What follows belongs to an exercise in optimizing a design on an open flow for small area, a short achievable clock period and few clock cycles; a production flow would make more cautious choices. Where RTL was checked, it was by simulation tests only, not by an equivalence proof against the original. The RTL of run 1 was laid out without a check of its function.

## flow/design.v (module list and top-level ports; edited modules follow where they fit)
// module dot9: 3341 lines
// module PE: 67 lines
// module ring_buffer: 23 lines
// module control_unit: 109 lines
// module matrix_multiplier: 134 lines
module matrix_multiplier #(
    parameter N           = 8,
    parameter P           = 9,
    parameter M           = 10,
    parameter N_BIT_WIDTH = 3,
    parameter M_BIT_WIDTH = 4,
    parameter DATA_WIDTH  = 16,
    parameter ACCUM_WIDTH = 2*DATA_WIDTH + 1,
    parameter FIFO_SIZE   = 20
) (
    input wire clk,
    input wire rst_n,
    input wire fetch_stall,
    input wire data_stall,
    input wire pop_fifo,
    input wire start,
    input wire [P*DATA_WIDTH-1:0] mem_line,
    output wire [N_BIT_WIDTH-1:0]     n,
    output wire [M_BIT_WIDTH-1:0]     m,
    output wire fetch_row,
    output wire fetch_col,
    output wire [ACCUM_WIDTH-1:0] fifo_head,
    output wire fifo_empty,
    output wire fifo_full,
    output wire done,
    output wire err
);
  // ...
==> flow/run.sh <==
#!/bin/bash
# synth_recipe.tcl (not shown) runs the flow's synth.tcl, then flattens the netlist and writes it again
# the make line also repeats each setting of config.mk as NAME=value (left out here)
make -C /OpenROAD-flow-scripts/flow DESIGN_CONFIG=/design/flow/config.mk WORK_HOME=/design/flow/orfs CLKGATE_MAP_FILE= SYNTH_SCRIPT=/design/flow/synth_recipe.tcl finish
==> flow/config.mk <==
export PLATFORM = sky130hd
export DESIGN_NAME = matrix_multiplier
export DESIGN_NICKNAME = matrix_multiplier
export VERILOG_FILES = /design/flow/design.v
export SDC_FILE = /design/flow/constraint.sdc
export NUM_CORES = 4
export LEC_CHECK = 0
export ABC_AREA = 1
export CAP_MARGIN = 20
export CORE_MARGIN = 2
export CORE_UTILIZATION = 40
export SETUP_SLACK_MARGIN = 4.5
export SLEW_MARGIN = 20
==> flow/constraint.sdc <==
create_clock -name core_clock -period 9.0 [get_ports {clk}]
set_input_delay 1.8000 -clock core_clock [delete_from_list [all_inputs] [get_ports {clk}]]
set_output_delay 1.8000 -clock core_clock [all_outputs]
set_load 0.01 [all_outputs]
==> flow_summary.ini, run 1 <==
[worst_setup_path]
worstPathRequired_ns = 9.83
endpoint = pe.dot.rr[151]$_DFF_P_
slowest_delay_ns = 0.66

[yosys]
synthesis.nets = 11000
yosys-mux-area-fraction_pct = 1.33
yosysSeqAreaShare_pct = 39.5
synthDistinctLibCells = 57
ys_top_cells_by_count = 1424 x inv_1, 1196 x xor2_1, 1187 x fa_1

[min_path]
hold_class = reg2reg

[layout]
sh_seq_area_pct = 32.1
largestRegisters = queue.fifo: 660 flops, pe.dot.rr: 282 flops
nClkBuffers = 199
post-route-util_pct = 49.5

[cts]
cts_buffers = 163
cts_sinks = 1473
cts_tree = built

[global_route]
grt_remaining_overflow = 0
busiest_layer = met2

[timing]
fin_crit_sh_pct = 56.9
skew_ns = 0.102

[routing]
vias_per_cell = 5.79
drtPass1Iterations = 6

[place]
dp_cells = 12700

[run_status]
status = finished clean
==> module ring_buffer, before the edit <==
module ring_buffer #(
    parameter int DATA_WIDTH = 33,
    parameter int FIFO_SIZE  = 20
) (
    input  wire                  clk,
    input  wire                  we,
    input  wire  [4:0]           wslot,
    input  wire  [DATA_WIDTH-1:0] wdata,
    input  wire  [4:0]           hslot,      
    input  wire  [4:0]           rslot,      
    input  wire                  pop,        
    output logic [DATA_WIDTH-1:0] head       
);
    logic [DATA_WIDTH-1:0] fifo [0:FIFO_SIZE-1];
    always_ff @(posedge clk) begin
        if (we) fifo[wslot] <= wdata;
    end
    wire [4:0] nslot = pop ? rslot : hslot;
    always_ff @(posedge clk) begin
        if (we && wslot == nslot) head <= wdata;
        else if (pop)             head <= fifo[rslot];
    end
endmodule
==> module matrix_multiplier, before the edit <==
module matrix_multiplier #(
    parameter N           = 8,
    parameter P           = 9,
    parameter M           = 10,
    parameter N_BIT_WIDTH = 3,
    parameter M_BIT_WIDTH = 4,
    parameter DATA_WIDTH  = 16,
    parameter ACCUM_WIDTH = 2*DATA_WIDTH + 1,
    parameter FIFO_SIZE   = 20
) (
    input wire clk,
    input wire rst_n,
    input wire fetch_stall,
    input wire data_stall,
    input wire pop_fifo,
    input wire start,
    input wire [P*DATA_WIDTH-1:0] mem_line,
    output wire [N_BIT_WIDTH-1:0]     n,
    output wire [M_BIT_WIDTH-1:0]     m,
    output wire fetch_row,
    output wire fetch_col,
    output wire [ACCUM_WIDTH-1:0] fifo_head,
    output wire fifo_empty,
    output wire fifo_full,
    output wire done,
    output wire err
);
    wire       ans_row0, ans_row1, ans_col;
    wire [3:0] ans_j;
    wire       grp_pair, grp_last;
    wire [4:0] reserve;
    wire       col_busy;
    logic [4:0] cnt;       
    logic [4:0] space;     
    logic [4:0] hp;        
    logic [4:0] hp1;       
    logic       empty_r, full_r;
    logic       bsel;      
    logic       done_r, err_r;
    control_unit controller (
        .clk         (clk),
        .rst_n       (rst_n),
        .start       (start),
        .fetch_stall (fetch_stall),
        .data_stall  (data_stall),
        .space       (space),
        .col_busy    (col_busy),
        .fetch_row   (fetch_row),
        .fetch_col   (fetch_col),
        .n           (n),
        .m           (m),
        .ans_row0    (ans_row0),
        .ans_row1    (ans_row1),
        .ans_col     (ans_col),
        .grp_pair    (grp_pair),
        .grp_last    (grp_last),
        .reserve     (reserve),
        .ans_j       (ans_j)
    );
    wire        res_v, res_r, res_pair, res_last;
    wire [3:0]  res_j;
    wire [34:0] res;
    PE pe (
        .clk      (clk),
        .rst_n    (rst_n),
        .mem_line (mem_line),
        .ans_row0 (ans_row0),
        .ans_row1 (ans_row1),
        .ans_col  (ans_col),
        .ans_j    (ans_j),
        .grp_pair (grp_pair),
        .grp_last (grp_last),
        .col_busy (col_busy),
        .res_v    (res_v),
        .res_r    (res_r),
        .res_j    (res_j),
        .res_pair (res_pair),
        .res_last (res_last),
        .res      (res)
    );
    wire [4:0] wslot = {1'b0, res_j} + (((bsel ^ res_r) == 1'b1) ? 5'd10 : 5'd0);
    ring_buffer #(
        .DATA_WIDTH (ACCUM_WIDTH),
        .FIFO_SIZE  (FIFO_SIZE)
    ) queue (
        .clk   (clk),
        .we    (res_v),
        .wslot (wslot),
        .wdata (res[ACCUM_WIDTH-1:0]),
        .hslot (hp),
        .rslot (hp1),
        .pop   (pop),
        .head  (fifo_head)
    );
    assign fifo_empty = empty_r;
    assign fifo_full  = full_r;
    assign done       = done_r;
    assign err        = err_r;
    wire pop  = pop_fifo & ~fifo_empty;
    wire row9 = (res_j == 4'd9);
    wire [4:0] vis = ~res_v ? 5'd0 : ~res_r ? 5'd1 : row9 ? 5'd10 : 5'd0;
    wire [4:0] cnt_n = cnt + vis - {4'd0, pop};
    wire ovf = (res[34:32] != 3'b000) & (res[34:32] != 3'b111);
    always_ff @(posedge clk, negedge rst_n) begin
        if (~rst_n) begin
            cnt    <= 5'd0;
            empty_r <= 1'b1;
            full_r <= 1'b0;
            space  <= 5'd0;
            hp     <= 5'd0;
            hp1    <= 5'd1;
            bsel   <= 1'b0;
            done_r <= 1'b0;
            err_r  <= 1'b0;
        end else begin
            cnt   <= cnt_n;
            empty_r <= (cnt_n == 5'd0);
            full_r  <= (cnt_n == 5'd20);
            space <= space + reserve - {4'd0, pop};
            if (pop) begin
                hp  <= hp1;
                hp1 <= (hp1 == 5'd19) ? 5'd0 : hp1 + 5'd1;
            end
            if (res_v & ~res_pair & row9) bsel <= ~bsel;
            if (start) begin
                done_r <= 1'b0;
                err_r  <= 1'b0;
            end else begin
                if (res_v & res_last & row9 & (res_r == res_pair)) done_r <= 1'b1;
                if (res_v & ovf) err_r <= 1'b1;
            end
        end
    end
endmodule
==> run 2: changes to the inputs <==
--- a/flow/design.v
+++ b/flow/design.v
@@ -3418,8 +3418,6 @@
     input  wire  [4:0]           wslot,
     input  wire  [DATA_WIDTH-1:0] wdata,
-    input  wire  [4:0]           hslot,      
-    input  wire  [4:0]           rslot,      
-    input  wire                  pop,        
-    output logic [DATA_WIDTH-1:0] head       
+    input  wire  [4:0]           rslot,
+    output wire  [DATA_WIDTH-1:0] head
 );
     logic [DATA_WIDTH-1:0] fifo [0:FIFO_SIZE-1];
@@ -3427,9 +3425,5 @@
         if (we) fifo[wslot] <= wdata;
     end
-    wire [4:0] nslot = pop ? rslot : hslot;
-    always_ff @(posedge clk) begin
-        if (we && wslot == nslot) head <= wdata;
-        else if (pop)             head <= fifo[rslot];
-    end
+    assign head = fifo[rslot];
 endmodule
 `default_nettype wire
@@ -3581,6 +3575,4 @@
     logic [4:0] space;     
     logic [4:0] hp;        
-    logic [4:0] hp1;       
-    logic       empty_r, full_r;
     logic       bsel;      
     logic       done_r, err_r;
@@ -3635,11 +3627,9 @@
         .wslot (wslot),
         .wdata (res[ACCUM_WIDTH-1:0]),
-        .hslot (hp),
-        .rslot (hp1),
-        .pop   (pop),
+        .rslot (hp),
         .head  (fifo_head)
     );
-    assign fifo_empty = empty_r;
-    assign fifo_full  = full_r;
+    assign fifo_empty = (cnt == 5'd0);
+    assign fifo_full  = (cnt == 5'd20);
     assign done       = done_r;
     assign err        = err_r;
@@ -3647,26 +3637,17 @@
     wire row9 = (res_j == 4'd9);
     wire [4:0] vis = ~res_v ? 5'd0 : ~res_r ? 5'd1 : row9 ? 5'd10 : 5'd0;
-    wire [4:0] cnt_n = cnt + vis - {4'd0, pop};
     wire ovf = (res[34:32] != 3'b000) & (res[34:32] != 3'b111);
     always_ff @(posedge clk, negedge rst_n) begin
         if (~rst_n) begin
             cnt    <= 5'd0;
-            empty_r <= 1'b1;
-            full_r <= 1'b0;
             space  <= 5'd0;
             hp     <= 5'd0;
-            hp1    <= 5'd1;
             bsel   <= 1'b0;
             done_r <= 1'b0;
             err_r  <= 1'b0;
         end else begin
-            cnt   <= cnt_n;
-            empty_r <= (cnt_n == 5'd0);
-            full_r  <= (cnt_n == 5'd20);
+            cnt   <= cnt + vis - {4'd0, pop};
             space <= space + reserve - {4'd0, pop};
-            if (pop) begin
-                hp  <= hp1;
-                hp1 <= (hp1 == 5'd19) ? 5'd0 : hp1 + 5'd1;
-            end
+            if (pop) hp <= (hp == 5'd19) ? 5'd0 : hp + 5'd1;
             if (res_v & ~res_pair & row9) bsel <= ~bsel;
             if (start) begin
--- a/flow/config.mk
+++ b/flow/config.mk
@@ -10,4 +10,3 @@
 export CORE_MARGIN = 2
 export CORE_UTILIZATION = 40
-export SETUP_SLACK_MARGIN = 4.5
 export SLEW_MARGIN = 20
==> flow_summary.ini, run 2 <==
[worst_setup_path]
worstPathArrival_ns = 4.94
crit_path_end_kind = output pin
reg2reg_depth = 14
worstPathRequired_ns = 7.20
crit_start = hp[1]$_DFFE_PN0P_
r2r_slack_ns = 2.49
worstSetupPathType = reg2out
rr_startpoint = pe.s1_r$_DFFE_PN0P_
reg2reg_to = pe.dot.rr[151]$_DFF_P_
crit_fanout = 82
endpoint = fifo_head[14]
critPathLaunchType = flop

[layout]
final_cell_mix = 1386 x inv_1, 1187 x xor2_1, 1187 x fa_1
drive_above_1_share_pct = 6.74
area_growth_pct = 10.8
regMostFlops = queue.fifo
nFillCells = 23500
final_area_mm2 = 0.113
largest_reg_flops = 660
largestRegisters = queue.fifo: 660 flops, pe.dot.rr: 282 flops
final_common_cell = inv_1
finish.net_count = 10700

[floorplanning]
io_pins = 196
die_w_um = 509
start_util_pct = 40.2
die_y_um = 509
core.rowCount = 185
core_mm2 = 0.254
die_area_mm2 = 0.259

[yosys]
yosysSeqAreaShare_pct = 39.1
ys.flop_type = edfxtp_1
ys_top_cells_by_area = edfxtp_1 32%, fa_1 23%, xor2_1 10%
avgSynthCellArea_um2 = 11.0
syn_area_mm2 = 0.102
synth.most_common_cell = inv_1
synth_largest_area_cell = edfxtp_1
yosysWarnings = 5
ys_top_cells_by_count = 1387 x inv_1, 1194 x xor2_1, 1187 x fa_1
ys_ff_latch = 1433
yosysTopAreaCellShare_pct = 32.1
synth_edf_count = 1092
postSynthCellCount = 9295
async_reset_ff_share_pct = 4.12
synthesis.nets = 10700
synthDistinctLibCells = 54

[timing]
maxSlewHeadroom_pct = 19.5
hold_viol_final = 0
worst_slew_pin_slew_ns = 1.18
slew_violations = 0
worst_hold_slack_ns = 0.375
setup_tns_ns = 0
setup_violations = 0
fin_crit_ns = 6.74
skew_ns = 0.0723
fin_crit_sh_pct = 74.9
fmax_mhz = 148
rsz0062_at_grt = no

[place]
numPortBuffers = 195
gp_congestion = 1.08
place_hpwl_um = 297000
placed_area_mm2 = 0.107

[cts]
cts_max_level = 4
cts_hold_buffers = 0
clk_pin_slew_ns = 0.06
postCtsSetupRepairBufs = 0
cts_tree = built
post_cts_resized = 0
clockRootBuffer = clkbuf_16
cts.path.max_buffers = 3
cts_buffers = 161
cts_sinks = 1433
clkLatencyLatePin_ns = 0.88

[global_route]
antenna_found_initial = 10
grt_max_degree = 200
grt_pass1_wl_um = 551000
track_usage_pct = 30.1
first_global_vias = 72100
grt_remaining_overflow = 0

[run_status]
status = finished clean

[routing]
post_drt_wl_per_cell_um = 30.9
routed_wl_um = 395000
vias = 73400
drtPass1Iterations = 8
vias_per_cell = 5.74
drt_iter0_markers = 9323
postRouteAntennaNets = 0
drc = 0

[min_path]
hold_class = reg2reg

[flow_run]
drv_cap = 0
## run 2: worst min-delay path by stage
stage	cells after the start	from	end	slack, ns
after detailed placement	0	pe.s1_j[3]$_DFFE_PN0P_	pe.res_j[3]$_DFF_PN0_	0.37
final	0	pe.s1_j[3]$_DFFE_PN0P_	pe.res_j[3]$_DFF_PN0_	0.37
after global routing	0	pe.s1_v$_DFFE_PN0P_	pe.res_v$_DFF_PN0_	0.40
after floorplan	0	pe.col[81]$_DFFE_PP_	pe.dot.rr[2]$_DFF_P_	0.34
after global placement	0	pe.s1_j[1]$_DFFE_PN0P_	pe.res_j[1]$_DFF_PN0_	0.36
after CTS	0	pe.s1_j[3]$_DFFE_PN0P_	pe.res_j[3]$_DFF_PN0_	0.38
## run 2: final cells by class
cell class | count | area, um^2 | area share, %
clock inverter | 111 | 1350 | 1.19
timing repair buffer | 395 | 3530 | 3.12
antenna | 6 | 15.0 | 0.0133
clock buffer | 189 | 4160 | 3.68
sequential | 1433 | 39900 | 35.3
multi-input combinational | 5796 | 54300 | 48.0
inverter | 1498 | 5630 | 4.98
tap | 3366 | 4210 | 3.72
## run 2: worst max-delay path, cell delays in order, from the launching register on
cell and delay [ns]:
dfrtp_4 0.81, inv_4 0.80, buf_4 0.72, o21ai_0 0.19
o221ai_1 0.22, o211ai_1 0.12, a2bb2oi_1 0.45, clkdlybuf4s50_1 0.64
## run 2: cell families (layout without fill, tap and decap cells)
| kind of cell | Yosys count | after routing | share of synthesized area [%] |
|---|---|---|---|
| other | 0 | 6 | 0 |
| flip-flops | 1433 | 1433 | 39.1 |
| multiplexers | 129 | 129 | 1.52 |
| AO/OA/AOI/OAI | 1951 | 1951 | 11.6 |
| adder cells (fa/ha/maj) | 1275 | 1275 | 24.4 |
| buffers and inverters | 2066 | 2193 | 8.00 |
| AND/OR/NAND/NOR | 1190 | 1190 | 4.58 |
| XOR/XNOR | 1251 | 1251 | 10.8 |
## run 2: per-layer routing
metal  share of wire (%)  vias to the layer above  track usage, %  wire length [um]
met3                 8.1                      764            4.60             31900
met2                  46                     3982            47.3            180000
li1                    -                    31000               -                 -
met5               0.019                        -               0                74
met1                  39                    37700            39.8            155000
met4                 7.0                       12            17.2             27700
## run 2: through the flow
stage	std cells	util, %	setup WS, ns
after CTS	12800	44.5	2.29
after detailed placement	12500	42.3	2.63
after global placement	12500	42.3	2.65
final	12800	44.5	2.26
after floorplan	9295	-	0.355
after global routing	12800	44.5	2.08
Testbench counts of run 2, summed over its fixed seeds: cycles 2,592.

==> afterwards: timing with drivers on the ports <==
The results above use ideal ports. As a check the final layouts listed here were re-extracted and re-timed, cells and wires unchanged. Step 1 (the two cells are an assumption about what drives the block):
set clk [get_ports {clk}]
set_driving_cell -lib_cell sky130_fd_sc_hd__clkbuf_16 $clk
set_driving_cell -lib_cell sky130_fd_sc_hd__buf_2 [delete_from_list [all_inputs] $clk]
Step 2 adds t to the input delays and takes it off the output delays; t is the mean of the earliest and latest rising clock arrival at the registers after step 1. Input paths then give back, and output paths get back, about the clock's delay inside the block. Slacks: ideal ports / drivers / drivers and shift; pairs: ideal ports / drivers.
run | shift t [ns] | setup WS [ns] | clock arrival spread, ns | cell pins on the clock port's net
run 1 | 0.960 | 3.877 / 3.877 / 3.877 | 0.122 / 0.123 | 1
run 2 | 0.936 | 2.259 / 2.161 / 2.491 | 0.074 / 0.073 | 1
After both steps setup and hold are still met in every run listed.
